From an optimization exercise on the open Yosys and OpenROAD flow, aimed at small area; shortcuts taken in it are not production practice.
At most, simulation tests tie the RTL to the original design; equivalence was not proved.
Only the layout flow was run in runs 3 and 4; the RTL was not checked for function there.
No run shown here takes its clock network from TritonCTS; it comes from the design's own scripts or RTL.
The clock port is modelled as an ideal driver, which makes a skipped or thinned clock tree look cheaper than it is; a real chip needs a root buffer or a tree.
Power and IR drop assume default switching activity.

==> design/flow/design.v <==
`timescale 1ns/1ps
module ascii_to_morse_code
    (
        input wire [7:0] ascii_i,  
        output wire [6:0] code_o,  
        output wire valid_o        
    );
    wire [7:0] a = ascii_i;
    wire [6:0] L, B;               
    assign L[0] = (~a[0] & a[1] & a[2] & ~a[3]) | (~a[1] & ~a[2] & ~a[4]) | (~a[0] & ~a[2] & a[3] & ~a[4]) | (a[1] & ~a[3] & a[4]) | (a[0] & ~a[1] & a[2] & ~a[3]) | (~a[0] & ~a[1] & a[3] & ~a[4]) | (~a[0] & ~a[2] & ~a[3] & a[4]);
    assign L[1] = (~a[1] & a[2] & ~a[3]) | (~a[1] & ~a[2] & a[3]) | (~a[0] & a[1] & a[2]) | (a[0] & a[1] & ~a[2]) | (~a[0] & a[1] & ~a[3] & ~a[4]);
    assign L[2] = (~a[0] & a[1] & ~a[2] & ~a[3]) | (~a[0] & ~a[1] & a[2] & ~a[4]) | (a[0] & a[1] & a[2] & ~a[3] & ~a[4]) | (~a[0] & a[2] & a[3]) | (~a[0] & a[1] & a[4]) | (~a[1] & a[3] & ~a[4]) | (a[0] & ~a[2] & ~a[3] & a[4]) | (~a[0] & a[3] & a[4]) | (a[0] & ~a[1] & ~a[2] & ~a[4]);
    assign L[3] = (~a[0] & ~a[1] & ~a[4]) | (a[0] & a[1]) | (~a[0] & ~a[2] & ~a[3]) | (a[0] & a[2] & a[4]) | (a[1] & ~a[2] & a[4]) | (~a[0] & ~a[3] & ~a[4]);
    assign L[4] = (a[1] & ~a[2] & ~a[3] & ~a[4]) | (~a[0] & ~a[1] & a[3]) | (~a[1] & ~a[2] & a[4]) | (~a[0] & ~a[2] & a[3]) | (~a[0] & a[1] & a[2] & ~a[3]);
    assign L[5] = (~a[0] & ~a[1] & ~a[2] & ~a[3] & ~a[4]);
    assign L[6] = (~a[0] & ~a[1] & ~a[2] & ~a[3] & ~a[4]);
    assign B[0] = (~a[3] & ~a[4]) | (a[1] & ~a[2] & ~a[3]) | (a[0] & ~a[1] & ~a[3]) | (a[1] & ~a[2] & ~a[4]) | (~a[1] & a[2] & ~a[3]) | (~a[0] & a[1] & ~a[4]) | (a[1] & a[2] & a[3] & a[4]);
    assign B[1] = (a[0] & a[2] & a[3]) | (~a[0] & a[2] & a[4]) | (~a[1] & ~a[2] & a[3] & ~a[4]) | (a[1] & ~a[2] & ~a[3] & a[4]) | (~a[1] & a[2] & ~a[3]);
    assign B[2] = (~a[1] & a[2]) | (a[1] & a[3] & ~a[4]) | (a[2] & ~a[3] & a[4]) | (a[1] & ~a[2] & ~a[4]) | (a[0] & a[1] & ~a[2]);
    assign B[3] = (~a[1] & a[2]) | (a[2] & ~a[3] & a[4]) | (~a[0] & a[3] & a[4]) | (~a[0] & a[1] & ~a[3] & ~a[4]);
    assign B[4] = (~a[2] & a[3]) | (a[1] & a[3]) | (a[1] & a[2] & a[4]) | (a[0] & a[3] & ~a[4]) | (a[0] & ~a[1] & a[2] & ~a[3]);
    assign B[5] = (~a[0] & ~a[2] & a[3]) | (a[0] & a[1]) | (a[4]) | (a[1] & ~a[2]);
    assign B[6] = (a[0] & ~a[1] & ~a[4]) | (a[1] & a[3] & a[4]) | (~a[0] & a[2] & a[3]) | (a[1] & ~a[3] & ~a[4]);
    assign code_o = a[6] ? L : B;
    assign valid_o = (a[0] & a[3] & ~a[4] & a[5] & ~a[7]) | (a[2] & a[3] & ~a[4] & a[5] & ~a[7]) | (~a[3] & a[4] & a[5] & ~a[7]) | (~a[0] & ~a[2] & a[4] & a[5] & ~a[7]) | (~a[4] & ~a[5] & a[6] & ~a[7]) | (a[0] & ~a[3] & a[6] & ~a[7]) | (a[1] & ~a[3] & a[6] & ~a[7]) | (~a[1] & ~a[2] & a[3] & a[6] & ~a[7]) | (a[2] & ~a[3] & a[6] & ~a[7]) | (~a[1] & ~a[2] & a[3] & a[5] & ~a[7]) | (~a[0] & ~a[2] & a[3] & a[6] & ~a[7]) | (a[0] & a[2] & a[4] & a[5] & ~a[6] & ~a[7]) | (~a[0] & ~a[2] & ~a[3] & a[5] & ~a[6] & ~a[7]) | (~a[3] & ~a[5] & a[6] & ~a[7]) | (a[0] & a[1] & a[2] & ~a[3] & a[5] & ~a[7]);
endmodule
`timescale 1ns/1ps
module morse_generator
    (
        input wire clk_i,          
        input wire reset_i,        
        input wire [7:0] ascii_i,  
        input wire en_i,           
        output wire morse_o        
    );
    localparam [1:0] IDLE = 2'b00, ON = 2'b01, OFF = 2'b10, DONE = 2'b11;
    reg [1:0] state;
    reg [6:0] m;
    reg [12:0] p;
    reg [2:0] u;
    wire [6:0] code;
    wire valid;
    ascii_to_morse_code ascii_to_morse (.ascii_i(ascii_i), .code_o(code), .valid_o(valid));
    wire last = ~(|m[6:2]);      
    wire word = last & ~m[1];    
    wire active = (state == ON) | (state == OFF);
    wire start = (state == IDLE) & en_i & valid;
    wire last_unit = (state == ON) ? (m[0] ? (u == 3'd0) : (u == 3'd2)) :
                                     (word ? (u == 3'd6) : (u == 3'd0));
    wire at_j = (p == 13'h0fff);
    wire at_e = (p == 13'h1000);
    wire finish = active & at_e & last_unit;
    wire to_done = (state == OFF) & last;
    wire fb = active ? (p[12] ^ p[2] ^ (at_j & ~last_unit) ^ (at_e & last_unit & to_done)) : start;
    assign morse_o = (state == ON);
    always @(posedge clk_i) begin
        p <= {p[11:0], fb};
        if (!active) u <= 3'd0;
        else if (at_e) u <= last_unit ? 3'd0 : u + 3'd1;
        if (state == IDLE) m <= code;
        else if (state == OFF && finish) m <= {1'b0, m[6:1]};
    end
    always @(posedge clk_i or posedge reset_i) begin
        if (reset_i) begin
            state <= IDLE;
        end else begin
            case (state)
                IDLE: if (start) state <= (|code[6:1]) ? ON : OFF;
                ON:   if (finish) state <= OFF;
                OFF:  if (finish) state <= last ? DONE : ON;
                DONE: if (!en_i) state <= IDLE;
            endcase
        end
    end
endmodule
`timescale 1ns/1ps
module baud_generator
    (
        input wire clk_i,    
        input wire reset_i,  
        output wire tick_o   
    );
    localparam [9:0] SEED = 10'h3e6;  
    localparam [9:0] LAST = 10'h1f3;  
    reg [9:0] s;
    assign tick_o = (s == LAST);
    always @(posedge clk_i, posedge reset_i) begin
        if (reset_i) s <= SEED;
        else         s <= {s[8:0], s[9] ^ s[6] ^ tick_o};
    end
endmodule
`timescale 1ns/1ps
module fifo
    (
        input wire clk_i,            
        input wire reset_i,          
        input wire read_i,           
        input wire write_i,          
        input wire [7:0] wdata_i,    
        input wire [2:0] rbit_i,     
        output reg rbit_o,           
        output wire full_o           
    );
    reg [7:0] ring [0:7];
    reg [2:0] dw, dr;
    reg pend;                        
    reg lastw;                       
    assign full_o = (dw == dr) & lastw;
    wire store = pend & (dw == 3'd0);
    wire [7:0] out = ring[7];
    integer i;
    always @(posedge clk_i) begin
        ring[0] <= ring[7];
        for (i = 1; i < 7; i = i + 1) ring[i] <= ring[i-1];
        ring[7] <= store ? wdata_i : ring[6];
        if (dr == 3'd0) rbit_o <= out[rbit_i];
    end
    always @(posedge clk_i, posedge reset_i) begin
        if (reset_i) begin
            dw <= 3'd0;
            dr <= 3'd0;
            pend <= 1'b0;
            lastw <= 1'b0;
        end else begin
            dw <= dw + {1'b0, write_i, ~write_i};
            dr <= dr + {1'b0, read_i, ~read_i};
            if (write_i) pend <= 1'b1;
            else if (store) pend <= 1'b0;
            if (write_i ^ read_i) lastw <= write_i;
        end
    end
endmodule
`timescale 1ns/1ps
module uart_receiver
    (
        input wire clk_i,         
        input wire reset_i,       
        input wire rx_i,          
        input wire baud_i,        
        output wire rx_done_o,    
        output reg baud_q,        
        output reg [7:0] data_o   
    );
    reg [7:4] slot;
    reg [3:0] tick;
    wire [7:0] c = {slot, tick};
    wire [7:0] c_inc = c + 8'd1;
    reg rx_q;
    wire idle = c[7] & c[5];                     
    wire last = baud_q & (&c[3:0]);              
    wire data_slot = (~c[7] & (|c[6:4])) | (c[7] & ~c[5] & ~c[4]);  
    assign rx_done_o = baud_i & c[7] & c[4] & (&c[3:0]);
    always @(posedge clk_i) begin
        if (idle) tick <= 4'h8;
        else if (baud_q) tick <= c_inc[3:0];
    end
    always @(posedge clk_i, posedge reset_i) begin
        if (reset_i) begin
            rx_q <= 1'b1;
            baud_q <= 1'b0;
            slot <= 4'ha;
            data_o <= 8'h00;
        end else begin
            rx_q <= rx_i;
            baud_q <= baud_i;
            if (idle) begin
                if (~rx_q) slot <= 4'h0;
            end else if (baud_q) begin
                slot <= c_inc[7:4];
            end
            if (last & data_slot)
                data_o <= {rx_q, data_o[7:1]};
        end
    end
endmodule
`timescale 1ns/1ps
module uart_transmitter
    (
        input wire clk_i,           
        input wire reset_i,         
        input wire tx_start_i,      
        input wire baud_i,          
        input wire baud_q_i,        
        output wire [2:0] bit_o,    
        input wire bit_i,           
        output wire tx_done_o,      
        output reg tx_o             
    );
    reg [7:4] slot;
    reg [3:0] tick;
    wire [7:0] c = {slot, tick};
    wire [7:0] c_inc = c + 8'd1;
    wire idle = c[7] & c[5];                     
    wire start = ~(|c[7:4]);                     
    wire stop = c[7] & c[4];                     
    wire first = baud_q_i & ~(|c[3:0]);          
    assign bit_o = c[6:4];
    assign tx_done_o = baud_i & stop & (&c[3:0]);
    always @(posedge clk_i) begin
        if (idle) tick <= 4'h0;
        else if (baud_i) tick <= c_inc[3:0];
    end
    always @(posedge clk_i, posedge reset_i) begin
        if (reset_i) begin
            slot <= 4'ha;
            tx_o <= 1'b0;
        end else begin
            if (idle) begin
                if (tx_start_i) slot <= 4'h0;
            end else if (baud_i) begin
                slot <= c_inc[7:4];
            end
            if (idle | stop) tx_o <= 1'b1;
            else if (start) tx_o <= 1'b0;
            else if (first) tx_o <= bit_i;
        end
    end
endmodule
`timescale 1ns/1ps
module uart_echo
    (
        input wire clk_i,              
        input wire reset_i,            
        input wire rx_i,               
        output wire tx_o,              
        output wire [7:0] rx_data_o,   
        output wire rx_done_o          
    );
    wire baud, baud_q, tx_done, full, rbit;
    wire [2:0] rbit_sel;
    reg tx_start;
    wire fifo_write = rx_done_o & ~full;
    wire fifo_read = tx_done;
    baud_generator baud_gen (
        .clk_i(clk_i), .reset_i(reset_i), .tick_o(baud)
    );
    uart_receiver uart_rx (
        .clk_i(clk_i), .reset_i(reset_i), .rx_i(rx_i), .baud_i(baud),
        .rx_done_o(rx_done_o), .baud_q(baud_q), .data_o(rx_data_o)
    );
    fifo fifo_rx (
        .clk_i(clk_i), .reset_i(reset_i), .read_i(fifo_read), .write_i(fifo_write),
        .wdata_i(rx_data_o), .rbit_i(rbit_sel), .rbit_o(rbit), .full_o(full)
    );
    uart_transmitter uart_tx (
        .clk_i(clk_i), .reset_i(reset_i), .tx_start_i(tx_start), .baud_i(baud),
        .baud_q_i(baud_q), .bit_o(rbit_sel), .bit_i(rbit), .tx_done_o(tx_done), .tx_o(tx_o)
    );
    always @(posedge clk_i, posedge reset_i) begin
        if (reset_i) tx_start <= 1'b0;
        else         tx_start <= fifo_write;
    end
endmodule
`timescale 1ns/1ps
module seven_seg_controller
    (
        input wire clk_i,          
        input wire reset_i,        
        input wire [7:0] data_i,   
        output reg [6:0] segs_o,   
        output wire [3:0] anodes_o  
    );
    localparam [14:0] LAST = 15'h46c5;  
    reg [14:0] s;
    reg blank;                          
    reg [1:0] sel;                      
    wire step = (s == LAST);
    assign anodes_o = {blank | ~(sel == 2'd3), blank | ~(sel == 2'd2),
                       blank | ~(sel == 2'd1), blank | ~(sel == 2'd0)};
    always @(posedge clk_i or posedge reset_i) begin
        if (reset_i) begin
            s <= LAST;
            blank <= 1'b1;
            sel <= 2'd0;
        end else begin
            s <= {s[13:0], s[14] ^ s[13] ^ step};
            if (step) begin
                blank <= 1'b0;
                if (!blank) sel <= sel + 2'd1;
            end
        end
    end
    wire [3:0] digit_val = (blank | sel[1]) ? 4'h0 : (sel[0] ? data_i[7:4] : data_i[3:0]);
    always @* begin
        case (digit_val)
            4'h0:    segs_o = 7'b1000000;
            4'h1:    segs_o = 7'b1111001;
            4'h2:    segs_o = 7'b0100100;
            4'h3:    segs_o = 7'b0110000;
            4'h4:    segs_o = 7'b0011001;
            4'h5:    segs_o = 7'b0010010;
            4'h6:    segs_o = 7'b0000010;
            4'h7:    segs_o = 7'b1111000;
            4'h8:    segs_o = 7'b0000000;
            4'h9:    segs_o = 7'b0010000;
            4'hA:    segs_o = 7'b0001000;
            4'hB:    segs_o = 7'b0000011;
            4'hC:    segs_o = 7'b1000110;
            4'hD:    segs_o = 7'b0100001;
            4'hE:    segs_o = 7'b0000110;
            4'hF:    segs_o = 7'b0001110;
        endcase
    end
endmodule
`timescale 1ns/1ps
module top
    (
        input wire clk_i,                     
        input wire reset_i,                   
        input wire rx_i,                      
        output wire tx_o,                     
        output wire [6:0] sev_seg_encoded_o,  
        output wire [3:0] sev_seg_anodes_o,   
        output wire morse_o                   
    );
    wire [7:0] rx_data;
    wire rx_done;
    uart_echo uart (
        .clk_i(clk_i),
        .reset_i(reset_i),
        .rx_i(rx_i),
        .tx_o(tx_o),
        .rx_data_o(rx_data),
        .rx_done_o(rx_done)
    );
    seven_seg_controller display (
        .clk_i(clk_i),
        .reset_i(reset_i),
        .data_i(rx_data),
        .segs_o(sev_seg_encoded_o),
        .anodes_o(sev_seg_anodes_o)
    );
    morse_generator morse (
        .clk_i(clk_i),
        .reset_i(reset_i),
        .ascii_i(rx_data),
        .en_i(rx_done),
        .morse_o(morse_o)
    );
endmodule
==> design/flow/flow/run.sh <==
#!/bin/bash
# Own layout flow: the standard ORFS flow (standard.sh) run with a copy of the
# ORFS scripts in which
#  - synthesis maps the logic with an area-oriented ABC script (abc_area.script);
#    the flip-flops are mapped before ABC runs, so they are the standard ones;
#  - clock tree synthesis builds a small balanced buffer tree (manual_tree.tcl:
#    a clkbuf_16 root driving 16 clkbuf_4 leaves, each leaf upsized to clkbuf_8
#    if its estimated slew is over 110 ps) instead of running TritonCTS.
#  - the ports are buffered with buf_1 (the standard flow picks clkdlybuf4s50_1).
# Each tool's output goes to the ORFS logs under orfs/logs; make's output to standard.log.
set -euo pipefail
HERE=$PWD
rm -rf myscripts
cp -r "$FLOW_HOME/scripts" myscripts
cp flow/abc_area.script myscripts/abc_speed.script
python3 - "$HERE" <<'PY'
import sys
here = sys.argv[1]
p = 'myscripts/cts.tcl'
s = open(p).read()
old = 'log_cmd clock_tree_synthesis {*}$cts_args'
assert old in s
s = s.replace(old, 'source %s/flow/manual_tree.tcl\nmanual_clock_tree clk_i 4 sky130_fd_sc_hd__clkbuf_4 sky130_fd_sc_hd__clkbuf_16\nset_propagated_clock [all_clocks]\nmanual_clock_tree_upsize 0.110 sky130_fd_sc_hd__clkbuf_8' % here)
open(p, 'w').write(s)
PY
export BUFFER_PORTS_ARGS="-buffer_cell sky130_fd_sc_hd__buf_1"
SCRIPTS_DIR=$HERE/myscripts bash standard.sh > standard.log 2>&1
==> design/flow/flow/abc_area.script <==
strash
&get -n
&deepsyn -T 90
&put
dch -f
map -a
amap
topo
==> design/flow/flow/manual_tree.tcl <==
proc mct_split {sinks levels axis} {
  if {$levels == 0} { return [list $sinks] }
  set s [lsort -integer -index $axis $sinks]
  set h [expr {[llength $s] / 2}]
  set a [lrange $s 0 [expr {$h - 1}]]
  set b [lrange $s $h end]
  set nx [expr {1 - $axis}]
  return [concat [mct_split $a [expr {$levels - 1}] $nx] [mct_split $b [expr {$levels - 1}] $nx]]
}
proc mct_connect_buf {buf innet outnet} {
  foreach it [$buf getITerms] {
    set mt [$it getMTerm]
    if {[$mt getSigType] != "SIGNAL"} { continue }
    if {[$mt getIoType] == "INPUT"} { $it connect $innet }
    if {[$mt getIoType] == "OUTPUT"} { $it connect $outnet }
  }
}
proc manual_clock_tree {clk_port levels leaf_master root_master} {
  set block [ord::get_db_block]
  set db [ord::get_db]
  set lm [$db findMaster $leaf_master]
  set rm [$db findMaster $root_master]
  set clknet [$block findNet $clk_port]
  set sinks {}
  foreach it [$clknet getITerms] {
    set inst [$it getInst]
    lassign [$inst getLocation] x y
    lappend sinks [list $x $y $it]
  }
  set clusters [mct_split $sinks $levels 0]
  set nleaf [llength $clusters]
  set src $clknet
  if {$nleaf > 4} {
    set src [odb::dbNet_create $block "clknet_root"]
    $src setSigType CLOCK
    set root [odb::dbInst_create $block $rm "clkbuf_root"]
    mct_connect_buf $root $clknet $src
  }
  set b 0; set rx 0; set ry 0
  foreach grp $clusters {
    set net [odb::dbNet_create $block "clknet_leaf_$b"]
    $net setSigType CLOCK
    set buf [odb::dbInst_create $block $lm "clkbuf_leaf_$b"]
    set sx 0; set sy 0
    foreach s $grp {
      lassign $s x y it
      $it disconnect
      $it connect $net
      set sx [expr {$sx + $x}]; set sy [expr {$sy + $y}]
    }
    set cnt [llength $grp]
    set bx [expr {$sx / $cnt}]; set by [expr {$sy / $cnt}]
    $buf setLocation $bx $by
    $buf setPlacementStatus PLACED
    mct_connect_buf $buf $src $net
    set rx [expr {$rx + $bx}]; set ry [expr {$ry + $by}]
    incr b
  }
  if {$nleaf > 4} {
    $root setLocation [expr {$rx / $nleaf}] [expr {$ry / $nleaf}]
    $root setPlacementStatus PLACED
  }
}

# Upsize leaf buffers whose clock pins' estimated slew (placement parasitics)
# is above limit_ns to big_master.
proc manual_clock_tree_upsize {limit_ns big_master} {
  set db [ord::get_db]
  set block [ord::get_db_block]
  set bm [$db findMaster $big_master]
  estimate_parasitics -placement
  set changed 0
  foreach inst [$block getInsts] {
    if {![string match "clkbuf_leaf_*" [$inst getName]]} { continue }
    set name [$inst getName]
    set w [get_property [get_pins $name/X] slew_max]
    if {$w > $limit_ns} {
      $inst swapMaster $bm
      incr changed
    }
  }
  puts "manual_clock_tree_upsize: $changed leaf buffers upsized"
}
==> design/flow/standard.sh <==
#!/bin/bash
# synth_recipe.tcl (not shown) runs the flow's synth.tcl, then flattens the netlist and writes it again
# the make line also repeats each setting of config.mk as NAME=value (left out here)
make -C /OpenROAD-flow-scripts/flow DESIGN_CONFIG=/design/flow/config.mk WORK_HOME=/design/flow/orfs CLKGATE_MAP_FILE= SYNTH_SCRIPT=/design/flow/synth_recipe.tcl "${@:-finish}"
==> design/flow/config.mk <==
export PLATFORM = sky130hd
export DESIGN_NAME = top
export DESIGN_NICKNAME = top
export VERILOG_FILES = /design/flow/design.v
export SDC_FILE = /design/flow/constraint.sdc
export NUM_CORES = 4
export LEC_CHECK = 0
export CAP_MARGIN = 20
export CORE_MARGIN = 2
export CORE_UTILIZATION = 70
export SLEW_MARGIN = 20
==> design/flow/constraint.sdc <==
create_clock -name core_clock -period 10.0 [get_ports {clk_i}]
set_input_delay 2.0000 -clock core_clock [delete_from_list [all_inputs] [get_ports {clk_i}]]
set_output_delay 2.0000 -clock core_clock [all_outputs]
set_load 0.01 [all_outputs]
==> impl_metrics.tcl, run 1 <==
set metrics [dict create \
    dp_slack_ps 5590 \
    period_share_pct 49.0 \
    tightestPinTransition_ps 1020 \
    async_reset_ff_share_pct 37.7 \
    die_height_um 93.1 \
    wl_met2_um 5430 \
    finalSetupViolCount 0 \
    total_switching_power_mw 0.179 \
    switching_share_pct 19.8 \
    cts_hold_buf 0 \
    fillers 505 \
    ys_seq_area_share_pct 62.6 \
    vias 3955 \
    post-route-min-period_ps 4900 \
    crit_start "uart.uart_rx.data_o[6]" \
    finalNonFillerCells 651 \
    syn_inst 516 \
    holdCritStartpoint "uart.fifo_rx.ring[0][7]" \
    ioPinCount 16 \
    die_area_sq_um 8660 \
    rsz0062_at_grt "false" \
    skew_ps 30.1 \
    hold_class "register to register" \
    setup_slack_ps 5100 \
    coreArea_sq_um 7690 \
    wl_per_cell_um 16.8 \
    grt_pass1_wl_um 18500 \
    rows 32 \
    via_per_inst 6.08 \
    antenna_found_initial 0 \
    maxCapViolations 0 \
    track_usage_pct 26.1 \
    areaGrowthSynthToFinish_pct 6.29 \
    yosysUniqueCellTypes 44 \
    power_density_nw_per_um2 153 \
    max_freq_mhz 204 \
    initial_core_util_pct 72.2 \
    grt_max_degree 59 \
    crit_path_end_kind "output port" \
    cp_data_arrival_time_ps 2900 \
    synth_edf_count 8 \
    synthTopCellsByCount "88 x dfxtp_1, 68 x clkinv_1, 62 x nor2_1" \
    clkLatencyLatePin_ps 370 \
    clkTransAtPathRegs_ps 90 \
    crit_type "register to output port" \
    drive_gt1_share_pct 7.10 \
    dp_hpwl_um 7850 \
    die_x_um 93.1 \
    start_kind "register" \
    grt_overflow_total 0 \
    hold_viol 0 \
    pwr-share-comb_pct 0.5 \
    syn-cell-area_sq_um 5550 \
    ys_ff_latch 154 \
    ant_nets 0 \
    outcome "timing/DRC/antenna clean" \
    required_ps 8000 \
    synth.most_common_cell "dfxtp_1" \
    synth_area_leaders "dfxtp_1 32%, dfrtp_1 17%, dfstp_2 9.5%" \
    numPortBuffers 15 \
    synth_top_flop_cell "dfxtp_1" \
    fin_area_sq_um 5900 \
    routed_wl_um 11000 \
    synth.net_count 543 \
    gp_congestion 1.04 \
    top_layer "met4" \
    synth_top_cell_area_share_pct 31.7 \
    place_area_sq_um 5740 \
    synth.avg_cell_area_sq_um 10.8 \
    grt_pass1_vias 3945 \
    yosysTopAreaCell "dfxtp_1" \
    pwr-share-clk_pct 30.5 \
    synth_warnings 8 \
    drt_iter0_drc 446 \
    p_leak_nw 2.33 \
    tns_ps 0 \
    n_antenna_cell 0 \
    dr_wl_met3_um 465 \
    firstDrtPassIters 5 \
    finish.utilization_pct 76.8 \
    vdd_drop_max_v 0.000113 \
    wirelength_met1_um 4740 \
    crit_fanout 11 \
    seq_power_share_pct 68.9 \
    cts_resized 0 \
    dp_cells 634 \
    internal_power_mw 0.724 \
    post_cts_buffers 0 \
    layout.nets 578 \
    reg2reg_from "uart.baud_gen.s[6]" \
    slew_violations 0 \
    drc 0 \
    slew_headroom_pct 31.7 \
]
[flip-flops by register name (all words and copies together) (netlist names), 7 cells and up]
register	count
uart.fifo_rx.ring	64
display.s	15
morse.p	13
uart.baud_gen.s	10
uart.uart_rx.data_o	8
morse.m	7
[routing by layer]
layer  vias to the layer above  global-route usage [%]
li1                       1890                       -
met1                      1904                    34.3
met2                       124                    45.7
met3                        37                    3.06
met4                         0                    8.33
met5                         -                       0
[layout make-up]
class,count,area [sq um],area share [%]
multi-input cells,294,1820,30.8
well taps,102,128,2.16
repair buffers,16,63.8,1.08
flip-flops and latches,154,3480,58.9
inverters,68,255,4.32
plain buffers,17,158,2.67
[worst max-delay path, stage by stage (launching register included)]
cell      delay [ps]
dfrtp_1          530
clkinv_1         380
o22ai_1          390
clkinv_1         200
nor2_1           340
clkinv_1         180
o21ai_0          240
a221o_1          150
buf_1            150
[cells in the final DEF, fill, tap and decap left out, drive strengths merged, types with 3 or more instances in the layout]
master,instances
a31oi,3
nor2,62
o22ai,14
edfxtp,8
a211oi,3
or4,5
clkinv,67
o32ai,6
nand3,16
o21ai,29
nor4,4
dfstp,20
dfxtp,88
ha,22
clkbuf,17
nor3,15
o211a,4
dfrtp,38
buf,16
a21oi,17
o21a,3
a221o,4
a22oi,7
nand2,35
o211ai,4
o221ai,4
a221oi,4
nand4,5
[cell families after synthesis]
group,count (synthesis),synth area share [%]
flip-flops,154,62.6
AO/OA/AOI/OAI,119,14.8
buffers and inverters,68,4.60
adder cells (fa/ha/maj),24,5.68
AND/OR/NAND/NOR,150,12.1
XOR/XNOR,1,0.158
[worst paths after layout]
| check | slack, ps | depth (start not counted) | to |
|---|---|---|---|
| max reg2reg | 6110 | 9 | uart.fifo_rx.dw[2] |
| min | 320 | 0 | uart.fifo_rx.ring[1][7] |
| max in group asynchronous | 7700 | 3 | display.sel[1] |
| min in group asynchronous | 1800 | 3 | uart.fifo_rx.dr[0] |
| min reg2reg | 320 | 0 | uart.fifo_rx.ring[1][7] |
| max | 5100 | 8 | sev_seg_encoded_o[3] |
[stage by stage]
stage	hold slack [ps]	power (mW)
CTS	317	0.909
global placement	310	0.640
finish	325	0.902
detailed placement	312	0.640
floorplan	310	0.638
global route	322	0.933
[power by group through the flow]
| stage | Combinational (mW) | Clock (mW) | Sequential (mW) |
|---|---|---|---|
| after global routing | 0.00605 | 0.305 | 0.622 |
| after floorplan | 0.00338 | 0 | 0.635 |
| after CTS | 0.00522 | 0.282 | 0.622 |
| after detailed placement | 0.00517 | 0 | 0.635 |
| after global placement | 0.00505 | 0 | 0.635 |
| final | 0.00488 | 0.276 | 0.622 |
==> inputs of run 2 (changes only) <==
--- a/design/flow/flow/run.sh
+++ b/design/flow/flow/run.sh
@@ -4,4 +4,6 @@
 #  - synthesis maps the logic with an area-oriented ABC script (abc_area.script);
 #    the flip-flops are mapped before ABC runs, so they are the standard ones;
+#    adders are not extracted into ha/fa cells first (ADDER_MAP_FILE empty), so
+#    ABC optimises all of the logic; this does not touch the flip-flops;
 #  - clock tree synthesis builds a small balanced buffer tree (manual_tree.tcl:
 #    a clkbuf_16 root driving 16 clkbuf_4 leaves, each leaf upsized to clkbuf_8
@@ -24,4 +26,5 @@
 open(p, 'w').write(s)
 PY
+export ADDER_MAP_FILE=
 export BUFFER_PORTS_ARGS="-buffer_cell sky130_fd_sc_hd__buf_1"
 SCRIPTS_DIR=$HERE/myscripts bash standard.sh > standard.log 2>&1
==> run 2 against run 1 <==
Against the previous run: first-iteration DRC count is 53% lower; setup slack better by 170 ps; largest cell class unchanged; still clean; global-route usage is 1.3 points lower; total power is 1.4% lower; die area is 6.0% lower; critical endpoint unchanged; final area is 6.0% lower; maximum frequency is 3.7% higher; clock power is 5% lower.
==> impl_metrics.tcl, run 2 <==
set metrics [dict create \
    synthTopCellsByCount "88 x dfxtp_1, 73 x nor2_1, 57 x clkinv_1" \
    synth_top_flop_cell "dfxtp_1" \
    die_x_um 90.2 \
    required_ps 8000 \
    routed_wl_um 9990 \
    hold_viol 0 \
    max_freq_mhz 212 \
    syn-cell-area_sq_um 5200 \
    cts_resized 0 \
    timing.hold.ws_ps 324 \
    mostFrequentLayoutCells "88 x dfxtp_1, 73 x nor2_1, 56 x clkinv_1, 38 x dfrtp_1, 33 x nand2_1" \
    gp_congestion 0.943 \
    clkTransAtPathRegs_ps 100 \
    fillers 502 \
    ioPinCount 16 \
    synth.most_common_cell "dfxtp_1" \
    power_density_nw_per_um2 160 \
    crit_type "register to output port" \
    initial_core_util_pct 72.1 \
    post_cts_buffers 0 \
    reg2reg_depth 8 \
    firstDrtPassIters 5 \
    min_to "uart.fifo_rx.ring[3][2]" \
    finalNonFillerCells 623 \
    crit_slowest_cell "dfrtp_1" \
    synth_top_cell_area_share_pct 33.9 \
    cp_common_cell "clkinv_1" \
    async_reset_ff_share_pct 37.7 \
    outcome "timing/DRC/antenna clean" \
    die_area_sq_um 8140 \
    drive_gt1_share_pct 7.63 \
    slew_headroom_pct 49.6 \
    rrSetupSlack_ps 6670 \
    rows 31 \
    yosysUniqueCellTypes 43 \
    worstPathCellList "clkinv_1, o22ai_1, nor2b_1, o31ai_1, clkinv_1, o21ai_0, buf_1" \
    hold_depth 0 \
    ant_nets 0 \
    grt_pass1_wl_um 16800 \
    syn_inst 491 \
    slew_violations 0 \
    antenna_found_initial 0 \
    grt_max_degree 59 \
    period_share_pct 47.3 \
    rsz0062_at_grt "false" \
    cp_slowest_stage_delay_ps 510 \
    final_common_cell "dfxtp_1" \
    finalSetupViolCount 0 \
    dp_hpwl_um 7000 \
    cts_hold_buf 0 \
    grt_pass1_vias 3609 \
    maxCapViolations 0 \
    die_height_um 90.2 \
    synth_warnings 8 \
    largest_reg_flops 64 \
    numPortBuffers 15 \
    coreArea_sq_um 7210 \
    tns_ps 0 \
    start_kind "register" \
    crit_start "uart.uart_rx.data_o[6]" \
    p_leak_nw 2.18 \
    finish.utilization_pct 76.9 \
    yosysTopAreaCell "dfxtp_1" \
    holdCritStartpoint "uart.fifo_rx.ring[2][2]" \
    ys_seq_area_share_pct 66.8 \
    wl_per_cell_um 16.0 \
    crit_fanout 11 \
    skew_ps 27.1 \
    grt_overflow_total 0 \
    vias 3700 \
    synth.avg_cell_area_sq_um 10.6 \
    r2r_end "uart.fifo_rx.lastw" \
    post-route-min-period_ps 4730 \
    reg.largest.list "uart.fifo_rx.ring x64, display.s x15, morse.p x13" \
    track_usage_pct 24.8 \
    ys_ff_latch 154 \
    dp_cells 606 \
    tightestPinTransition_ps 751 \
    via_per_inst 5.94 \
    reg2reg_from "uart.baud_gen.s[6]" \
    layout.nets 529 \
    cp_data_arrival_time_ps 2730 \
    hold_class "register to register" \
    vdd_drop_max_v 0.000119 \
    crit_path_end_kind "output port" \
    drc 0 \
    synth.net_count 494 \
    areaGrowthSynthToFinish_pct 6.64 \
    drt_iter0_drc 210 \
    regMostFlops "uart.fifo_rx.ring" \
    synth_edf_count 8 \
    clkLatencyLatePin_ps 370 \
    synth_area_leaders "dfxtp_1 34%, dfrtp_1 18%, dfstp_2 10%" \
    n_antenna_cell 0 \
]
==> run 2: changes by cell type in the layout (fill, tap and decap cells not counted), moves of 6 or more <==
cell	before	now
ha_1	22	0
clkinv_1	67	56
nor2_1	62	73
o21a_1	3	9
==> run 2: cell families (layout without fill, tap and decap cells) <==
group / Yosys count / count (layout) / synth area share, %
buffers and inverters: 57 / 90 / 4.11
AOI/OAI and AO/OA: 108 / 108 / 13.7
DFF: 154 / 154 / 66.8
and+or+nand+nor: 172 / 172 / 15.4
==> run 2: final cells by class <==
type / instances / area [sq um] / area share (%)
flip-flops and latches: 154 / 3480 / 62.7
plain buffers: 17 / 151 / 2.73
repair buffers: 16 / 63.8 / 1.15
well taps: 99 / 124 / 2.23
multi-input cells: 280 / 1520 / 27.4
inverters: 57 / 214 / 3.86
==> run 2: where the power goes <==
part	leakage (nW)	total (mW)	internal, mW	switching [mW]
Clock	0.0885	0.263	0.0972	0.166
Sequential	1.53	0.622	0.621	0.000168
Combinational	0.560	0.00482	0.000468	0.00435
==> run 2: per-layer routing <==
layer | track usage (%) | up-vias | part of all wire, %
li1 | - | 1782 | -
met1 | 34.4 | 1742 | 44
met2 | 42.4 | 146 | 48
met3 | 2.60 | 30 | 5.4
met4 | 6.79 | 0 | 2.9
met5 | 0 | - | 0
==> run 2: worst max path at each step <==
stage,to,depth (start not counted)
floorplan,sev_seg_encoded_o[3],7
global placement,sev_seg_encoded_o[3],7
detailed placement,sev_seg_encoded_o[3],7
CTS,sev_seg_encoded_o[3],7
global route,sev_seg_encoded_o[3],7
finish,sev_seg_encoded_o[3],7
==> run 2: per-stage QoR <==
stage | worst slack (ps) | instance area (sq um) | power (mW)
after detailed placement | 5760 | 5390 | 0.640
after global routing | 5140 | 5550 | 0.926
after CTS | 5360 | 5540 | 0.899
final | 5270 | 5550 | 0.890
after global placement | 5960 | 5390 | 0.640
after floorplan | 6110 | 5200 | 0.638
==> run 2: worst max-delay path: cells and delay by family, from the launching register on <==
| kind | cells | cell delay [ps] |
|---|---|---|
| AOI/OAI and AO/OA | 3 | 1020 |
| buffers and inverters | 3 | 690 |
| DFF | 1 | 510 |
| and+or+nand+nor | 1 | 150 |
==> inputs of run 3 (changes only) <==
--- a/design/flow/design.v
+++ b/design/flow/design.v
@@ -262,21 +262,19 @@
     );
     localparam [14:0] LAST = 15'h46c5;  
+    localparam [14:0] PRE = 15'h06c5;   
     reg [14:0] s;
-    reg blank;                          
     reg [1:0] sel;                      
-    wire step = (s == LAST);
+    wire low = (s[13:0] == LAST[13:0]);
+    wire step = low & s[14];            
+    wire blank = low & ~s[14];          
     assign anodes_o = {blank | ~(sel == 2'd3), blank | ~(sel == 2'd2),
                        blank | ~(sel == 2'd1), blank | ~(sel == 2'd0)};
     always @(posedge clk_i or posedge reset_i) begin
         if (reset_i) begin
-            s <= LAST;
-            blank <= 1'b1;
+            s <= PRE;
             sel <= 2'd0;
         end else begin
             s <= {s[13:0], s[14] ^ s[13] ^ step};
-            if (step) begin
-                blank <= 1'b0;
-                if (!blank) sel <= sel + 2'd1;
-            end
+            if (step) sel <= sel + 2'd1;
         end
     end
==> run 3 against run 2 <==
Against the previous run: critical endpoint is now sev_seg_encoded_o[2]; register-to-register slack improved by 260 ps; first-iteration DRC count is 3.8% higher; critical path type unchanged; synthesized cell count is 2.2% higher; final area grew 0.52%.
==> impl_metrics.tcl, run 3 <==
set metrics [dict create \
    timing.hold.ws_ps 326 \
    synthTopCellsByCount "88 x dfxtp_1, 78 x nor2_1, 57 x clkinv_1" \
    crit_slowest_cell "dfstp_2" \
    synth_top_cell_area_share_pct 33.7 \
    seq_power_share_pct 70.4 \
    setup_slack_ps 4790 \
    power_density_nw_per_um2 157 \
    drc 0 \
    finish.utilization_pct 76.9 \
    outcome "timing/DRC/antenna clean" \
    gp_congestion 0.943 \
    firstDrtPassIters 5 \
    slew_violations 0 \
    mostFrequentLayoutCells "88 x dfxtp_1, 78 x nor2_1, 56 x clkinv_1, 39 x dfrtp_1" \
    switching_share_pct 19.0 \
    finalSetupViolCount 0 \
    grt_pass1_vias 3704 \
    syn-cell-area_sq_um 5220 \
    yosysUniqueCellTypes 40 \
    ant_nets 0 \
    fin_total_pwr_mw 0.877 \
    synth_top_flop_cell "dfxtp_1" \
    multi_input_area_sq_um 1570 \
    cp.depth 11 \
    clkTransAtPathRegs_ps 90 \
    crit_type "register to output port" \
    syn_inst 502 \
    maxCapViolations 0 \
    worstPathCellList "or4b_1, or3b_1, nor4_1, nor2_1, clkinv_1, or3_1, o21ai_0, o22ai_1, clkinv_1, o32ai_1, buf_1" \
    vias 3789 \
    crit_start "display.s[2]" \
    synth.avg_cell_area_sq_um 10.4 \
    fillers 484 \
    die_area_sq_um 8170 \
    regArea_sq_um 3450 \
    cp_top_family "simple AND/OR/NAND/NOR gates" \
    rrSetupSlack_ps 6930 \
    path_buf_inv 3 \
    dp_slack_ps 5220 \
    vdd_drop_max_v 0.000118 \
    synth_warnings 8 \
    drive_gt1_share_pct 7.45 \
    hold_viol 0 \
    ys_ff_latch 153 \
    grt_max_degree 58 \
    tightestPinTransition_ps 976 \
    antenna_found_initial 0 \
    skew_ps 13.3 \
    cp_common_cell "clkinv_1" \
    largest_reg_flops 64 \
    crit_fanout 5 \
    rsz0062_at_grt "false" \
    cp_data_arrival_time_ps 3210 \
    synth_area_leaders "dfxtp_1 34%, dfrtp_1 19%, dfstp_2 9.1%" \
    layout.nets 542 \
    place_area_sq_um 5430 \
    required_ps 8000 \
    drt_iter0_drc 218 \
    routed_wl_um 9770 \
    final_common_cell "dfxtp_1" \
    rows 31 \
    reg2reg_depth 12 \
    start_kind "register" \
    grt_overflow_total 0 \
    slew_headroom_pct 34.6 \
    grt_pass1_wl_um 16600 \
    yosysTopAreaCell "dfxtp_1" \
    internal_power_mw 0.711 \
    synth.net_count 505 \
    reg.largest.list "uart.fifo_rx.ring x64, display.s x15, morse.p x13" \
    post_cts_buffers 0 \
    cts_hold_buf 0 \
    ioPinCount 16 \
    pwr-share-clk_pct 29.0 \
    pwr-share-comb_pct 0.6 \
    die_x_um 90.4 \
    crit_path_end_kind "output port" \
    n_antenna_cell 0 \
    synth_edf_count 8 \
    async_reset_ff_share_pct 37.3 \
    reg2reg_from "uart.uart_rx.data_o[2]" \
    p_leak_nw 2.17 \
    dp_hpwl_um 6980 \
    cp-endpoint "sev_seg_encoded_o[2]" \
    tns_ps 0 \
    finalNonFillerCells 636 \
    die_height_um 90.4 \
    cts_resized 0 \
    total_switching_power_mw 0.166 \
    r2r_end "morse.state[1]" \
    numPortBuffers 15 \
    synth.most_common_cell "dfxtp_1" \
    hold_class "register to register" \
    dp_cells 619 \
    max_freq_mhz 192 \
    ys_seq_area_share_pct 66.1 \
    track_usage_pct 24.4 \
    post-route-min-period_ps 5210 \
    coreArea_sq_um 7250 \
    via_per_inst 5.96 \
    initial_core_util_pct 72.0 \
    wl_per_cell_um 15.4 \
    areaGrowthSynthToFinish_pct 6.78 \
    clkLatencyLatePin_ps 350 \
    period_share_pct 52.1 \
    cp_slowest_stage_delay_ps 540 \
    regMostFlops "uart.fifo_rx.ring" \
    fin_area_sq_um 5580 \
]
## run 3: cell types whose count changed in the layout (fill, tap and decap cells not counted), sizes merged, moves of 5 or more
cell | previous run | this run
a21oi | 13 | 21
nand3 | 12 | 7
nor2 | 73 | 78
nor2b | 6 | 1
nand4 | 4 | 11
## run 3: final cells by class
cell class / instances / share of cell area [%]
Buffer: 17 / 2.60
Inverter: 57 / 3.84
Multi-Input combinational cell: 292 / 28.1
Sequential cell: 153 / 61.9
Tap cell: 99 / 2.22
Timing Repair Buffer: 18 / 1.41
## run 3: power by group through the flow
stage               Clock, mW  Combinational (mW)  Sequential [mW]
detailed placement          0             0.00512            0.631
global placement            0             0.00491            0.631
floorplan                   0             0.00333            0.631
CTS                     0.265             0.00512            0.618
finish                  0.255             0.00483            0.618
global route            0.288             0.00586            0.618
## run 3: metal layers
metal / wire [um] / GRT usage, % / vias to the layer above
met3: 499 / 2.92 / 20
li1: - / - / 1850
met5: 0 / 0 / -
met2: 4790 / 41.9 / 132
met4: 166 / 7.05 / 0
met1: 4320 / 33.1 / 1787
## run 3: cells by family after synthesis
kind of cell	count (synthesis)	synth area share (%)
DFF	153	66.1
AOI/OAI and AO/OA	114	14.1
buffers and inverters	57	4.10
and+or+nand+nor	178	15.8
## run 3: worst min-delay path by stage
| stage | start | endpoint | slack (ps) | cells past startpoint |
|---|---|---|---|---|
| 2_1_floorplan | uart.fifo_rx.ring[0][0] | uart.fifo_rx.ring[1][0] | 310 | 0 |
| 3_3_place_gp | uart.fifo_rx.ring[0][6] | uart.fifo_rx.ring[1][6] | 310 | 0 |
| 3_5_place_dp | uart.fifo_rx.ring[1][2] | uart.fifo_rx.ring[2][2] | 310 | 0 |
| 4_1_cts | uart.fifo_rx.ring[2][5] | uart.fifo_rx.ring[3][5] | 330 | 0 |
| 5_1_grt | uart.fifo_rx.ring[2][7] | uart.fifo_rx.ring[3][7] | 330 | 0 |
| 6_report | uart.fifo_rx.ring[2][4] | uart.fifo_rx.ring[3][4] | 330 | 0 |
==> inputs of run 4 (changes only) <==
--- a/design/flow/config.mk
+++ b/design/flow/config.mk
@@ -8,4 +8,4 @@
 export CAP_MARGIN = 20
 export CORE_MARGIN = 2
-export CORE_UTILIZATION = 70
+export CORE_UTILIZATION = 80
 export SLEW_MARGIN = 20
==> run 4 against run 3 <==
Against the previous run: clock power is 5% higher; utilization is 10 points higher; routed wire length is 37% higher; largest power group unchanged; highest routed layer unchanged.
==> impl_metrics.tcl, run 4 <==
set metrics [dict create \
    grt_use_met1_pct 46.6 \
    fin_area_sq_um 5550 \
    firstDrtPassIters 5 \
    outcome "timing/DRC/antenna clean" \
    cp_slowest_stage_delay_ps 540 \
    cp_data_arrival_time_ps 3430 \
    post-route-min-period_ps 5430 \
    gp_congestion 0.923 \
    reg.largest.list "uart.fifo_rx.ring x64, display.s x15, morse.p x13" \
    gr-usage-met2_pct 67.2 \
    drc 0 \
    slew_headroom_pct 29.8 \
    met3_usage_pct 5.51 \
    async_reset_ff_share_pct 37.3 \
    via_per_inst 6.86 \
    cts_hold_buf 0 \
    grt_max_degree 58 \
    crit_fanout 5 \
    drive_gt1_share_pct 7.28 \
    numPortBuffers 15 \
    rrSetupSlack_ps 6900 \
    die_height_um 84.8 \
    synth_top_cell_area_share_pct 33.7 \
    synth_warnings 8 \
    track_usage_pct 38.1 \
    grt_overflow_total 0 \
    setup_slack_ps 4570 \
    clkTransAtPathRegs_ps 100 \
    mostFrequentLayoutCells "88 x dfxtp_1, 78 x nor2_1, 56 x clkinv_1, 39 x dfrtp_1" \
    crit_type "register to output port" \
    reg2reg_from "uart.baud_gen.s[6]" \
    synth_top_flop_cell "dfxtp_1" \
    ioPinCount 16 \
    fin_total_pwr_mw 0.890 \
    regMostFlops "uart.fifo_rx.ring" \
    syn_inst 502 \
    ys_ff_latch 153 \
    ant_nets 0 \
    grt_pass1_vias 4251 \
    tns_ps 0 \
    wl_per_cell_um 21.8 \
    crit_path_end_kind "output port" \
    vdd_drop_max_v 0.000138 \
    slew_violations 0 \
    synth_edf_count 8 \
    synthTopCellsByCount "88 x dfxtp_1, 78 x nor2_1, 57 x clkinv_1" \
    cp-endpoint "sev_seg_encoded_o[2]" \
    dp_hpwl_um 8270 \
    finalSetupViolCount 0 \
    p_leak_nw 2.17 \
    synth.most_common_cell "dfxtp_1" \
    busiest_layer "met2" \
    max_freq_mhz 184 \
    areaGrowthSynthToFinish_pct 6.16 \
    fillers 275 \
    finish.utilization_pct 87.3 \
    start_kind "register" \
    synth_area_leaders "dfxtp_1 34%, dfrtp_1 19%, dfstp_2 9.1%" \
    place_area_sq_um 5400 \
    syn-cell-area_sq_um 5220 \
    die_x_um 84.8 \
    skew_ps 20.3 \
    ys_seq_area_share_pct 66.1 \
    hold_viol 0 \
    maxCapViolations 0 \
    antenna_found_initial 0 \
    hold_class "register to register" \
    tightestPinTransition_ps 1050 \
    yosysUniqueCellTypes 40 \
    worstPathCellList "or4b_1, or3b_1, nor4_1, nor2_1, clkinv_1, or3_1, o21ai_0, o22ai_1, clkinv_1, o32ai_1, buf_1" \
    reg2reg_depth 11 \
    yosysTopAreaCell "dfxtp_1" \
    rsz0062_at_grt "false" \
    dp_slack_ps 5110 \
    clkLatencyLatePin_ps 360 \
    required_ps 8000 \
    rows 29 \
    synth.net_count 505 \
    period_share_pct 54.3 \
    crit_slowest_cell "dfstp_2" \
    layout.nets 541 \
    initial_core_util_pct 82.3 \
    drt_iter0_drc 488 \
    post_cts_buffers 0 \
    cts_resized 0 \
    vias 4207 \
    n_antenna_cell 0 \
    final_common_cell "dfxtp_1" \
    synth.avg_cell_area_sq_um 10.4 \
    largest_reg_flops 64 \
    r2r_end "uart.uart_tx.slot[7]" \
    cp_common_cell "clkinv_1" \
    crit_start "display.s[2]" \
    grt_pass1_wl_um 21400 \
    die_area_sq_um 7190 \
    routed_wl_um 13400 \
    coreArea_sq_um 6350 \
    power_density_nw_per_um2 161 \
]
==> run 4: logic make-up (layout without fill, tap and decap cells) <==
logic type	Yosys count	after routing	synth area share [%]
compound gates	114	114	14.1
buf+inv	57	91	4.10
flops	153	153	66.1
simple gates	178	178	15.8
==> run 4: power breakdown <==
group | total (mW) | switching, mW | internal, mW
clock | 0.268 | 0.175 | 0.0931
combinational | 0.00467 | 0.00441 | 0.000260
sequential | 0.618 | 0.000243 | 0.618
total | 0.890 | 0.179 | 0.711
==> run 4: critical path, delay by kind of cell (launching register included) <==
family	cells	cell delay (ps)
DFF	1	540
and+or+nand+nor	5	1580
buffers and inverters	3	420
AOI/OAI and AO/OA	3	540
==> run 4: worst min-delay path by stage <==
stage | start | to | slack (ps) | depth (start not counted)
floorplan | uart.fifo_rx.ring[0][0] | uart.fifo_rx.ring[1][0] | 310 | 0
detailed placement | uart.fifo_rx.ring[2][5] | uart.fifo_rx.ring[3][5] | 310 | 0
global route | uart.fifo_rx.ring[5][3] | uart.fifo_rx.ring[6][3] | 330 | 0
global placement | uart.fifo_rx.ring[1][6] | uart.fifo_rx.ring[2][6] | 310 | 0
CTS | uart.fifo_rx.ring[4][1] | uart.fifo_rx.ring[5][1] | 320 | 0
finish | uart.fifo_rx.ring[1][7] | uart.fifo_rx.ring[2][7] | 330 | 0
==> run 4: stage by stage <==
step,hold WS [ps],instances
final,330,613
after global routing,328,613
after CTS,315,613
after detailed placement,312,596
after global placement,310,596
after floorplan,310,502
==> run 4: area by class of cell <==
cell class              instances  area, sq um  share of cell area [%]
plain buffers                  17          145                    2.62
inverters                      57          216                    3.90
multi-input cells             292         1570                    28.2
flip-flops and latches        153         3450                    62.2
well taps                      77         96.3                    1.74
repair buffers                 17         71.3                    1.29
==> run 4: metal layers <==
layer  up-vias  wire length (um)
met5         -                 0
met4         0               670
li1       1843                 -
met1      2001              5030
met2       283              6720
met3        80               956
==> inputs of run 5 (changes only) <==
--- a/design/flow/design.v
+++ b/design/flow/design.v
@@ -100,11 +100,13 @@
         input wire [2:0] rbit_i,     
         output reg rbit_o,           
-        output wire full_o           
+        input wire busy_i,           
+        output wire full_o,          
+        output wire pend_o           
     );
+    reg pend;
+    assign pend_o = pend;
     reg [7:0] ring [0:7];
     reg [2:0] dw, dr;
-    reg pend;                        
-    reg lastw;                       
-    assign full_o = (dw == dr) & lastw;
+    assign full_o = (dw == dr) & busy_i;
     wire store = pend & (dw == 3'd0);
     wire [7:0] out = ring[7];
@@ -121,5 +123,4 @@
             dr <= 3'd0;
             pend <= 1'b0;
-            lastw <= 1'b0;
         end else begin
             dw <= dw + {1'b0, write_i, ~write_i};
@@ -127,5 +128,4 @@
             if (write_i) pend <= 1'b1;
             else if (store) pend <= 1'b0;
-            if (write_i ^ read_i) lastw <= write_i;
         end
     end
@@ -139,4 +139,5 @@
         input wire baud_i,        
         output wire rx_done_o,    
+        output wire rx_done_q_o,  
         output reg baud_q,        
         output reg [7:0] data_o   
@@ -151,4 +152,5 @@
     wire data_slot = (~c[7] & (|c[6:4])) | (c[7] & ~c[5] & ~c[4]);  
     assign rx_done_o = baud_i & c[7] & c[4] & (&c[3:0]);
+    assign rx_done_q_o = last & c[7] & c[4];
     always @(posedge clk_i) begin
         if (idle) tick <= 4'h8;
@@ -185,4 +187,5 @@
         input wire bit_i,           
         output wire tx_done_o,      
+        output wire busy_o,         
         output reg tx_o             
     );
@@ -196,4 +199,5 @@
     wire first = baud_q_i & ~(|c[3:0]);          
     assign bit_o = c[6:4];
+    assign busy_o = ~idle;
     assign tx_done_o = baud_i & stop & (&c[3:0]);
     always @(posedge clk_i) begin
@@ -227,7 +231,7 @@
         output wire rx_done_o          
     );
-    wire baud, baud_q, tx_done, full, rbit;
+    wire baud, baud_q, rx_done_q, tx_done, tx_busy, full, rbit, pend;
     wire [2:0] rbit_sel;
-    reg tx_start;
+    wire tx_start = rx_done_q & pend;
     wire fifo_write = rx_done_o & ~full;
     wire fifo_read = tx_done;
@@ -237,18 +241,14 @@
     uart_receiver uart_rx (
         .clk_i(clk_i), .reset_i(reset_i), .rx_i(rx_i), .baud_i(baud),
-        .rx_done_o(rx_done_o), .baud_q(baud_q), .data_o(rx_data_o)
+        .rx_done_o(rx_done_o), .rx_done_q_o(rx_done_q), .baud_q(baud_q), .data_o(rx_data_o)
     );
     fifo fifo_rx (
         .clk_i(clk_i), .reset_i(reset_i), .read_i(fifo_read), .write_i(fifo_write),
-        .wdata_i(rx_data_o), .rbit_i(rbit_sel), .rbit_o(rbit), .full_o(full)
+        .wdata_i(rx_data_o), .rbit_i(rbit_sel), .rbit_o(rbit), .busy_i(tx_busy), .full_o(full), .pend_o(pend)
     );
     uart_transmitter uart_tx (
         .clk_i(clk_i), .reset_i(reset_i), .tx_start_i(tx_start), .baud_i(baud),
-        .baud_q_i(baud_q), .bit_o(rbit_sel), .bit_i(rbit), .tx_done_o(tx_done), .tx_o(tx_o)
+        .baud_q_i(baud_q), .bit_o(rbit_sel), .bit_i(rbit), .tx_done_o(tx_done), .busy_o(tx_busy), .tx_o(tx_o)
     );
-    always @(posedge clk_i, posedge reset_i) begin
-        if (reset_i) tx_start <= 1'b0;
-        else         tx_start <= fifo_write;
-    end
 endmodule
 `timescale 1ns/1ps
@@ -262,19 +262,21 @@
     );
     localparam [14:0] LAST = 15'h46c5;  
-    localparam [14:0] PRE = 15'h06c5;   
     reg [14:0] s;
+    reg blank;                          
     reg [1:0] sel;                      
-    wire low = (s[13:0] == LAST[13:0]);
-    wire step = low & s[14];            
-    wire blank = low & ~s[14];          
+    wire step = (s == LAST);
     assign anodes_o = {blank | ~(sel == 2'd3), blank | ~(sel == 2'd2),
                        blank | ~(sel == 2'd1), blank | ~(sel == 2'd0)};
     always @(posedge clk_i or posedge reset_i) begin
         if (reset_i) begin
-            s <= PRE;
+            s <= LAST;
+            blank <= 1'b1;
             sel <= 2'd0;
         end else begin
             s <= {s[13:0], s[14] ^ s[13] ^ step};
-            if (step) sel <= sel + 2'd1;
+            if (step) begin
+                blank <= 1'b0;
+                if (!blank) sel <= sel + 2'd1;
+            end
         end
     end
--- a/design/flow/config.mk
+++ b/design/flow/config.mk
@@ -8,4 +8,4 @@
 export CAP_MARGIN = 20
 export CORE_MARGIN = 2
-export CORE_UTILIZATION = 80
+export CORE_UTILIZATION = 70
 export SLEW_MARGIN = 20
==> run 5 against run 4 <==
Against the previous run: utilization fell by 11 points; highest routed layer unchanged; critical endpoint unchanged; sequential cell count is 1 lower; clock skew up 7.4 ps; routed wire length is 28% lower; critical path type unchanged; largest power group unchanged; global-route usage fell by 14 points; largest cell class unchanged; final cell count shrank 0.16%.
==> impl_metrics.tcl, run 5 <==
set metrics [dict create \
    n_antenna_cell 0 \
    grt_pass1_wl_um 16500 \
    reg.largest.list "uart.fifo_rx.ring x64, display.s x15, morse.p x13" \
    synth.avg_cell_area_sq_um 10.7 \
    maxCapViolations 0 \
    vias 3581 \
    cts_resized 0 \
    track_usage_pct 24.1 \
    synth_area_leaders "dfxtp_1 34%, dfrtp_1 17%, dfstp_2 10%" \
    ant_nets 0 \
    synth_top_cell_area_share_pct 34.2 \
    period_share_pct 48.9 \
    coreArea_sq_um 7180 \
    drt_iter0_drc 339 \
    vdd_drop_max_v 0.0000980 \
    dp_hpwl_um 6750 \
    die_x_um 89.8 \
    yosysTopAreaCell "dfxtp_1" \
    numPortBuffers 15 \
    grt_overflow_total 0 \
    pwr-share-clk_pct 29.8 \
    synth_edf_count 8 \
    rows 31 \
    layout.nets 518 \
    setup_slack_ps 5120 \
    largest_reg_flops 64 \
    clkLatencyLatePin_ps 360 \
    rrSetupSlack_ps 7180 \
    tns_ps 0 \
    finish.utilization_pct 76.6 \
    die_height_um 89.8 \
    regMostFlops "uart.fifo_rx.ring" \
    crit_fanout 14 \
    post-route-min-period_ps 4890 \
    synth.most_common_cell "dfxtp_1" \
    crit_type "register to output port" \
    grt_pass1_vias 3543 \
    async_reset_ff_share_pct 36.8 \
    tightestPinTransition_ps 911 \
    internal_power_mw 0.711 \
    place_area_sq_um 5340 \
    fin_area_sq_um 5500 \
    pwr-share-comb_pct 0.5 \
    cp_data_arrival_time_ps 2890 \
    yosysUniqueCellTypes 47 \
    die_area_sq_um 8060 \
    required_ps 8000 \
    drc 0 \
    outcome "timing/DRC/antenna clean" \
    total_switching_power_mw 0.169 \
    fin_total_pwr_mw 0.880 \
    synth.net_count 483 \
    gp_congestion 1.00 \
    clkTransAtPathRegs_ps 90 \
    syn-cell-area_sq_um 5150 \
    seq_power_share_pct 69.7 \
    antenna_found_initial 0 \
    syn_inst 480 \
    cts_hold_buf 0 \
    slew_headroom_pct 39.2 \
    dp_slack_ps 5610 \
    rsz0062_at_grt "false" \
    p_leak_nw 2.13 \
    hold_viol 0 \
    via_per_inst 5.85 \
    start_kind "register" \
    synthTopCellsByCount "88 x dfxtp_1, 75 x nor2_1, 59 x clkinv_1" \
    post_cts_buffers 0 \
    final_common_cell "dfxtp_1" \
    max_freq_mhz 205 \
    grt_max_degree 57 \
    crit_path_end_kind "output port" \
    switching_share_pct 19.2 \
    routed_wl_um 9560 \
    mostFrequentLayoutCells "88 x dfxtp_1, 75 x nor2_1, 58 x clkinv_1, 36 x dfrtp_1, 25 x a21oi_1" \
    ys_seq_area_share_pct 66.6 \
    slew_violations 0 \
    synth_top_flop_cell "dfxtp_1" \
    drive_gt1_share_pct 7.80 \
    initial_core_util_pct 71.8 \
    wl_per_cell_um 15.6 \
    skew_ps 27.7 \
    synth_warnings 7 \
    firstDrtPassIters 5 \
    hold_class "register to register" \
    ioPinCount 16 \
    areaGrowthSynthToFinish_pct 6.73 \
    finalSetupViolCount 0 \
    power_density_nw_per_um2 160 \
    ys_ff_latch 152 \
]
==> run 5: cell types whose count changed in the layout (fill, tap and decap cells not counted), sizes merged, moves of 4 or more <==
cell	change
o211a	+4
or3	+4
nor3	-5
o22a	+4
nand2	-12
a21oi	+4
o21a	-5
nand4	-9
o21ai	-7
==> run 5: layer usage <==
metal	wire (um)	global-route usage [%]	share of wire, %	vias to the layer above
li1	-	-	-	1777
met5	0	0	0	-
met4	203	5.26	2.1	0
met3	446	2.60	4.7	19
met2	4700	42.2	49	101
met1	4220	33.0	44	1684
==> run 5: area by class of cell <==
| type | instances | area, sq um |
|---|---|---|
| multi-input combinational | 269 | 1510 |
| fill | 475 | 1680 |
| buffer | 17 | 151 |
| timing repair buffer | 16 | 63.8 |
| tap | 99 | 124 |
| sequential | 152 | 3430 |
| inverter | 59 | 223 |
==> run 5: power by group through the flow <==
| stage | sequential (mW) | combinational, mW | clock (mW) |
|---|---|---|---|
| floorplan | 0.627 | 0.00326 | 0 |
| global placement | 0.627 | 0.00450 | 0 |
| detailed placement | 0.627 | 0.00466 | 0 |
| CTS | 0.614 | 0.00459 | 0.272 |
| global route | 0.614 | 0.00542 | 0.293 |
| finish | 0.614 | 0.00437 | 0.262 |
==> run 5: cells by family (layout without fill, tap and decap cells) <==
kind of cell | count (synthesis) | after routing | synth area share, %
buffers and inverters | 59 | 92 | 4.30
DFF | 152 | 152 | 66.6
and+or+nand+nor | 154 | 154 | 14.1
AOI/OAI and AO/OA | 115 | 115 | 15.0
==> run 5: final timing paths <==
kind	from	endpoint	depth (start not counted)
min in group asynchronous	reset_i	uart.fifo_rx.dw[1]	2
min	uart.fifo_rx.ring[1][6]	uart.fifo_rx.ring[2][6]	0
min reg2reg	uart.fifo_rx.ring[1][6]	uart.fifo_rx.ring[2][6]	0
max	uart.uart_rx.data_o[6]	sev_seg_encoded_o[2]	9
max reg2reg	uart.baud_gen.s[6]	uart.fifo_rx.dr[2]	12
max in group asynchronous	reset_i	uart.uart_rx.data_o[6]	2
==> run 5: worst max-delay path, stage by stage (launching register included) <==
cell	delay (ps)
dfrtp_1	500
clkinv_1	390
o22ai_1	520
nor2_1	160
a21oi_1	220
nor2_1	80
o21ai_0	230
clkinv_1	120
o21a_1	190
buf_1	120
==> run 5: per-stage QoR <==
stage,hold WS (ps),instances
floorplan,310,480
finish,331,612
global placement,310,595
global route,337,612
CTS,330,612
detailed placement,312,595

-- separate check: timing with driven ports --
Ports are ideal in the flow. The routed layouts listed here were re-timed in OpenROAD.
Step 1 sets driving cells, clkbuf_16 on the clock port and buf_2 on the other inputs (assumed; they add their load-dependent delay and slew).
Step 2 adds t to the input delays and takes it off the output delays; t is the mean of the earliest and latest rising clock arrival at the registers after step 1. Input paths then give back, and output paths get back, about the clock's delay inside the block.
Slacks: ideal ports / drivers / drivers and shift; pairs: ideal ports / drivers.
run | shift t [ns] | slack for setup (ns) | latest minus earliest clock arrival (ns)
run 1 | 0.391 | 5.100 / 5.063 / 5.454 | 0.031 / 0.030
run 2 | 0.390 | 5.273 / 5.237 / 5.627 | 0.027 / 0.027
run 3 | 0.378 | 4.789 / 4.756 / 5.134 | 0.014 / 0.014
run 4 | 0.395 | 4.568 / 4.528 / 4.923 | 0.021 / 0.021
run 5 | 0.383 | 5.115 / 5.082 / 5.465 | 0.028 / 0.028
After both steps every run listed still meets setup and hold.
